Source: an optimization exercise on an open RTL-to-GDS flow (aim: small area and a short achievable clock period). Production flows keep margins and buffers that such runs may drop. Function was checked by simulation only, so behaviour that the tests miss may differ from the original. Power is estimated from default activity; no workload was simulated.

<file path="flow/config.mk">
export PLATFORM = sky130hd
export DESIGN_NAME = LegLiteSystem
export DESIGN_NICKNAME = LegLiteSystem
export VERILOG_FILES = /design/flow/design.v
export SDC_FILE = /design/flow/constraint.sdc
export NUM_CORES = 4
export LEC_CHECK = 0
export CAP_MARGIN = 20
export CORE_MARGIN = 5
export CORE_UTILIZATION = 45
export PLACE_DENSITY = 0.6
export SLEW_MARGIN = 20
</file>
<file path="flow/constraint.sdc">
create_clock -name core_clock -period 10.0 [get_ports {clock}]
set_input_delay 2.0000 -clock core_clock [delete_from_list [all_inputs] [get_ports {clock}]]
set_output_delay 2.0000 -clock core_clock [all_outputs]
set_load 0.01 [all_outputs]
</file>
<file path="flow/design.v">
`timescale 1ns / 1ps
module DMemory_IO(
     output logic [15:0] rdata,   
     output logic [6:0] io_display,  
     input logic clock,   
     input logic [15:0] addr,    
     input logic [15:0] wdata,   
     input logic write,   
     input logic read,    
     input logic io_sw0,  
     input logic io_sw1   
     );
reg [15:0] memcell[0:127];  
always_comb
	begin
	if (read == 0) rdata = 0;
	else  
		begin
		if (addr >= 0 && addr < 256) 
               rdata = memcell[addr[7:1]]; 
		else if (addr == 16'hfff0) 		
               rdata = {14'd0,io_sw1,io_sw0};
		else rdata = 0;  
		end
	end
always_ff @(posedge clock)
	if (write == 1 && addr == 16'hfffa) 
         io_display <= wdata[6:0];
always_ff @(posedge clock)
     if (write == 1 && addr>= 0 && addr < 256) 
          memcell[addr[7:1]] <= wdata;
endmodule
module RegFile(
     output logic [15:0] rdata1,   
     output logic [15:0] rdata2,   
     input logic clock,		
     input logic [15:0] wdata,    
     input logic [2:0] waddr,    
     input logic [2:0] raddr1,   
     input logic [2:0] raddr2,   
     input logic write     
     );			
reg [15:0] regcell[0:7];		 
always_ff @(posedge clock) 
     if (write==1) regcell[waddr]<=wdata;
always_comb
     begin
     if (raddr1 == 7) 	rdata1 = 0;
     else rdata1 = regcell[raddr1];
     end
always_comb
     begin
     if (raddr2 == 7) 	rdata2 = 0;
     else rdata2 = regcell[raddr2];
     end
endmodule
module ALU(
     output logic [15:0] result,  
     output logic zero_result,  
     input logic [15:0] indata0,      
     input logic [15:0] indata1,      
     input logic [2:0] select        
     );		
always_comb
	case(select)
	0: result = indata0 + indata1;
	1: result = indata0 - indata1;
	2: result = indata1;
	3: result = indata0 | indata1;
	4: result = indata0 & indata1;
	default: result = 0;
	endcase
always_comb  
	if (result == 0) 	zero_result = 1;
	else 			  	zero_result = 0;
endmodule
module MUX2(
     output logic [15:0] result,    
     input logic [15:0] indata0,   
     input logic [15:0] indata1,   
     input logic select     
     );	
always_comb
	case(select)
	0: result = indata0;
	1: result = indata1;
	endcase
endmodule
module MUX3(
     output logic [2:0] result,    
     input logic [2:0] indata0,   
     input logic [2:0] indata1,   
     input logic select     
     );	
always_comb
	case(select)
	0: result = indata0;
	1: result = indata1;
	endcase
endmodule
module MUX4(
     output logic [15:0] result,  
     input logic [15:0] indata0,  
     input logic [15:0] indata1,  
     input logic [15:0] indata2,  
     input logic [15:0] indata3,  
     input logic [1:0] select     
     );	
always_comb
	case(select)
	0: result = indata0;
	1: result = indata1;
	2: result = indata2;
	3: result = indata3;
	endcase
endmodule
`timescale 1ns / 1ps
module PCLogic(
     output logic [15:0] pc,   
     input logic clock,  
     input logic [15:0] signext,	 
     input logic uncondbranch,
     input logic branch,	
     input logic alu_zero,	
     input logic reset	
     );
always_ff @(posedge clock)
	begin
	if (reset==1) pc <= 0;
	else if ((uncondbranch == 1) || (branch == 1 && alu_zero == 1)) 
	pc <= pc + (signext << 1);
	else pc <= pc+2;  
	end
endmodule
`timescale 1ns / 1ps
module Control(
     output logic reg2loc,
     output logic uncondbranch,
     output logic branch,
     output logic memread,
     output logic memtoreg,
     output logic [2:0] alu_select,
     output logic memwrite,
     output logic alusrc,
     output logic regwrite,
     input logic [3:0] opcode
     );
always_comb
	case(opcode)
	0:	 
		begin
		reg2loc = 0;
		uncondbranch = 0;
		branch = 0;   
		memread = 0;  
		memtoreg = 0;
		alu_select = 0;  
		memwrite = 0; 
		alusrc = 0; 
		regwrite = 1;
		end
	5:     
	    begin
	    reg2loc = 0;
        uncondbranch = 0;
        branch = 0;   
        memread = 1;  
        memtoreg = 1;
        alu_select = 0; 
        memwrite = 0; 
        alusrc = 1; 
        regwrite = 1;
        end
     6:     
        begin
        reg2loc = 1;
        uncondbranch = 0;
        branch = 0;   
        memread = 0;  
        memtoreg = 1;
        alu_select = 0; 
        memwrite = 1; 
        alusrc = 1; 
        regwrite = 0;
        end
    7:     
        begin
        reg2loc = 1;
        uncondbranch = 0;
        branch = 1;   
        memread = 0;  
        memtoreg = 0;
        alu_select = 2; 
        memwrite = 0; 
        alusrc = 0; 
        regwrite = 0;
        end
    8:     
        begin
        reg2loc = 0;
        uncondbranch = 0;
        branch = 0;   
        memread = 0;  
        memtoreg = 0;
        alu_select = 0; 
        memwrite = 0; 
        alusrc = 1; 
        regwrite = 1;
        end
    9:     
        begin
        reg2loc = 0;
        uncondbranch = 0;
        branch = 0;   
        memread = 0;  
        memtoreg = 0;
        alu_select = 4; 
        memwrite = 0; 
        alusrc = 1; 
        regwrite = 1;
        end          
	default:
		begin
		reg2loc = 0;
		uncondbranch = 0;
		branch = 0;   
		memread = 0;   
		memtoreg = 0;  
		alu_select = 0; 
		memwrite = 0; 
		alusrc = 0;    
		regwrite = 0;
		end
	endcase
endmodule
`timescale 1ns / 1ps
module LEGLiteSingle(
	iaddr,		 
	daddr,		 
	dwrite,		 
	dread,		 
	dwdata,		 
	alu_out,	 
	clock,
	idata,		 
	ddata,		 
	reset
	);
output [15:0] iaddr;
output [15:0] daddr;	
output dwrite;
output dread;
output [15:0] dwdata;
output [15:0] alu_out;
input clock;
input [15:0] idata;  
input [15:0] ddata;	
input reset;
wire reg2loc, uncondbranch, branch, memread, memtoreg, memwrite, alusrc, regwrite;
wire [2:0] aluSelect;
wire alu_zero;
wire [15:0] signExtend; 
assign signExtend = {{10{idata[11]}}, idata[11:6]};	
wire [15:0] aluresult;
wire [15:0] rdata1, rdata2, wdata;
wire [15:0] dmemMuxresult, aluMuxresult;
wire [2:0] regMuxresult;
PCLogic pc(iaddr, clock, signExtend, uncondbranch, branch, alu_zero, reset);
MUX3 regMux(regMuxresult,idata[11:9], idata[2:0], reg2loc);
Control cUnit(reg2loc, uncondbranch, branch,memread, memtoreg, aluSelect[2:0], memwrite, alusrc, regwrite, idata[15:12]);
RegFile reg1(rdata1[15:0], rdata2[15:0], clock, dmemMuxresult, idata[2:0], idata[5:3], regMuxresult, regwrite);
MUX2 aluMux(aluMuxresult, rdata2, signExtend, alusrc);
ALU alu1(aluresult, alu_zero, aluMuxresult, rdata1, aluSelect);
MUX2 dmem(dmemMuxresult, aluresult, ddata, memtoreg);
assign daddr = aluresult;     
assign alu_out = aluresult;  
assign dwrite = memwrite; 
assign dread = memread;
assign dwdata = rdata2;
assign wdata = dmemMuxresult;
endmodule
module LegLiteSystem(
     output logic [15:0] iaddr,       
     output logic [15:0] alu_out,     
     output logic [6:0]  io_display,  
     input  logic        clock,
     input  logic        reset,       
     input  logic [15:0] idata,       
     input  logic        io_sw0,
     input  logic        io_sw1
     );
wire [15:0] daddr, dwdata, ddata;
wire dwrite, dread;
LEGLiteSingle cpu(
     .iaddr(iaddr), .daddr(daddr), .dwrite(dwrite), .dread(dread),
     .dwdata(dwdata), .alu_out(alu_out), .clock(clock), .idata(idata),
     .ddata(ddata), .reset(reset));
DMemory_IO dmem(
     .rdata(ddata), .io_display(io_display), .clock(clock), .addr(daddr),
     .wdata(dwdata), .write(dwrite), .read(dread), .io_sw0(io_sw0),
     .io_sw1(io_sw1));
endmodule
</file>
<file path="flow/run.sh">
#!/bin/bash
# synth_recipe.tcl (not shown) runs the flow's synth.tcl, then flattens the netlist and writes it again
# the make line also repeats each setting of config.mk as NAME=value (left out here)
make -C /OpenROAD-flow-scripts/flow DESIGN_CONFIG=/design/flow/config.mk WORK_HOME=/design/flow/orfs CLKGATE_MAP_FILE= SYNTH_SCRIPT=/design/flow/synth_recipe.tcl finish
</file>
==> notes.md <==
worst max-delay path, delay by kind of cell:
| kind | cells | cell delay, ns |
|---|---|---|
| buffers and inverters | 5 | 1.67 |
| and+or+nand+nor | 4 | 0.81 |
| AOI/OAI and AO/OA | 8 | 1.62 |
| adders and majority gates | 1 | 0.33 |
| muxes | 4 | 1.10 |
cells in the mapped netlist (all sizes together), types with 12 or more instances:
library cell | instances | area share
a2111oi | 22 | 0.0023
a211oi | 33 | 0.0029
a21oi | 114 | 0.0068
a2bb2oi | 25 | 0.0026
a311oi | 13 | 0.0013
a31oi | 37 | 0.0027
and3 | 19 | 0.0014
buf | 234 | 0.015
clkbuf | 121 | 0.0054
dfxtp | 15 | 0.0035
edfxtp | 2176 | 0.77
ha | 32 | 0.0047
inv | 42 | 0.0019
mux2 | 22 | 0.0029
mux2i | 60 | 0.0071
mux4 | 37 | 0.0098
nand2 | 501 | 0.022
nand2b | 15 | 0.0011
nand3 | 142 | 0.0084
nand4 | 28 | 0.0021
nor2 | 447 | 0.020
nor3 | 128 | 0.0075
nor4 | 66 | 0.0049
o211ai | 55 | 0.0049
o21a | 16 | 0.0014
o21ai | 128 | 0.0075
o221ai | 83 | 0.0085
o22a | 16 | 0.0017
o22ai | 602 | 0.044
o31a | 15 | 0.0015
o31ai | 23 | 0.0020
o41ai | 27 | 0.0028
or3 | 34 | 0.0025
or4 | 16 | 0.0014
xnor2 | 18 | 0.0019
xor2 | 12 | 0.0012
cells by family after synthesis:
group	Yosys count	synth area share
AO/OA/AOI/OAI	1307	0.1033
XOR/XNOR	30	0.003088
adder cells (fa/ha/maj)	34	0.005176
buffers and inverters	397	0.02208
flip-flops	2191	0.7714
multiplexers	119	0.01981
other	1	0.00004407
AND/OR/NAND/NOR	1440	0.07506
flip-flops by register name, indices dropped and copies added, names as in the netlist:
| signal | cells |
|---|---|
| dmem.memcell | 2048 |
| dmem.io_display | 7 |
| cpu.reg1.regcell | 121 |
| cpu.pc.pc | 15 |
per-layer routing:
metal / track usage / wire [um] / vias up
met5: 0 / 33 / -
met3: 0.08346 / 36890 / 692
li1: - / - / 22990
met1: 0.4022 / 112900 / 28660
met2: 0.4438 / 132900 / 3825
met4: 0.1307 / 14790 / 6
metrics by stage:
| step | cells | instance area (um2) | hold slack [ns] | power, mW |
|---|---|---|---|---|
| after global routing | 8642 | 99030 | 0.7078 | 28.34 |
| after CTS | 8640 | 98990 | 0.6899 | 27.50 |
| final | 8654 | 99060 | 0.6781 | 27.79 |
| after detailed placement | 8240 | 92020 | 0.6826 | 19.56 |
| after global placement | 8239 | 92000 | 0.6653 | 19.52 |
| after floorplan | 5519 | 85330 | 0.6576 | 14.64 |
cell type report:
class	instances	area share
Antenna cell	12	0.0003031
Clock buffer	271	0.05686
Clock inverter	129	0.01348
Inverter	42	0.001996
Multi-Input combinational cell	2931	0.1820
Sequential cell	2191	0.6626
Tap cell	2495	0.03151
Timing Repair Buffer	583	0.05125
power by group:
part	internal (mW)	total (mW)	switching, mW	leakage (nW)
Combinational	2.57	9.35	6.78	9.17
Clock	4.50	8.05	3.55	3.40
Sequential	10.4	10.4	0.00771	19.7
Total	17.5	27.8	10.3	32.2
worst paths after layout:
kind                                    startpoint                       end  slack [ns]
hold / removal             cpu.pc.pc[1]$_SDFF_PP0_   cpu.pc.pc[1]$_SDFF_PP0_        0.68
setup reg to reg  cpu.reg1.regcell[5][1]$_DFFE_PP_  cpu.pc.pc[15]$_SDFF_PP0_        2.51
hold reg to reg            cpu.pc.pc[1]$_SDFF_PP0_   cpu.pc.pc[1]$_SDFF_PP0_        0.68
setup / recovery                         idata[14]               alu_out[15]        0.45
==> results.cfg <==
[synth]
async_reset_ff_frac = 0
synth_edf_count = 2176
ys.flop_type = edfxtp_1
synthesis.instances = 5519
synthesis.nets = 5573
netlist_area_um2 = 85100
avgSynthCellArea_um2 = 15.42
ys_types = 87
yosys_warnings = 7
ys_seq_elements = 2191
seq_area_frac_synth = 0.7714

[global_routing]
grt_pass1_vias = 53010
grt.total_usage = 0.2946
overflow = 0
grt_pass1_wl_um = 416100
antenna_found_initial = 14
grt_max_degree = 91

[floorplan]
die-height_um = 444.9
start_util = 0.4526
dieArea_um2 = 197900
dieWidth_um = 444.9
num_rows = 159
core_um2 = 188000
design.portCount = 59

[clock_network]
cts_resized = 0
cts_buffers = 215
clock_latency_ns = 0.90
ctsHoldBuffers = 0
root_buffer = clkbuf_16
htree_num_levels = 4
cts_sinks = 2191
cts_tree = built
cts_setup_buffers = 0
clk_pin_slew_worst_paths_ns = 0.06
clockBufferDepth = 3

[timing]
clock_skew_ns = 0.03882
finalSetupViolCount = 0
maxSlewViolCount = 0
slew_headroom = 0.1116
fin_ws_ns = 0.4526
rsz0062_at_grt = no
hold_viol_final = 0
fmaxAchievable_mhz = 104.7
tightest_slew_ns = 1.319
fin_crit_ns = 9.547
fin_crit_sh = 0.9547
setup_tns_ns = 0

[finish]
drive_gt1_frac = 0.1596
fill_cells = 15190
final_common_cell = edfxtp_1
multi_input_area_um2 = 18020
mostFrequentLayoutCells = edfxtp_1, o22ai_1, nand2_1, buf_4, nor2_1
nNetsFinal = 6018
area_delta_synth_final_pct = 16.41
fin_util = 0.5269
seqCellArea_um2 = 65640

[setup_path]
critical_path_class = in -> out
endpoint_kind = output pin
worst-r2r-cell-count = 34
start_kind = primary input
timing.critical_path.slowest_cell_delay_ns = 0.50
critPathArrivalTime_ns = 7.55
critical_path_required_ns = 8.00
slowest_stage = clkdlybuf4s50_1
cp_max_fo = 23
worstPathCellList = clkdlybuf4s50_1 -> and3b_1 -> mux2i_4 -> buf_4 -> mux2i_1 -> nor2_1 -> a21oi_1 -> a21oi_4 -> mux2_2 -> ha_1 -> o21a_1 -> o21ai_0 -> a211oi_2 -> o41ai_2 -> buf_4 -> a21oi_1 -> a211o_1 -> and2_1 -> mux2i_1 -> and2_1 -> inv_1 -> clkdlybuf4s50_1

[route]
vias_per_cell = 6.491
first_iter_violations = 8034
drtPass1Iterations = 8
drt.antenna.violating_nets = 0
routed_wl_um = 297500
wire_per_inst_um = 34.38
drc = 0
num_vias = 56170

[place]
dp_hpwl_um = 181200
place_ws_ns = 0.2285
port_buffers = 57
place.gp.congestion = 0.9362

[pwr]
max-vdd-ir-drop_mv = 0.1587
power_leakage_nw = 32.24
p_per_area_nw_per_um2 = 280.5

[job]
maxCapViolations = 0

[worst_hold_path]
holdPathStages = 2
hp-class = reg -> reg

[status]
outcome = timing/DRC/antenna clean

[static timing again, ports no longer ideal]
Ports are ideal in the flow. The routed layout listed here was re-timed in OpenROAD.
Step 1 assumes that a clkbuf_16 drives the clock port and a buf_2 every other input.
Step 2, shift: input delay + t, output delay - t, t = (earliest + latest rising clock arrival at the registers) / 2. This alone moves slack from input paths to output paths.
a / b / c = ideal ports / drivers / drivers and shift; a / b = the first two.
t, ns: 0.955
setup WS [ns]: 0.453 / 0.425 / -0.032
hold WS [ns]: 0.678 / 0.678 / 0.678
worst setup path at the end: input to register
latest minus earliest clock arrival (ns): 0.059 / 0.059
Met with ideal ports but missed after step 2: setup timing in this run. For this run, drivers alone change the setup slack by -0.028 ns; drivers and shift together by -0.485 ns.
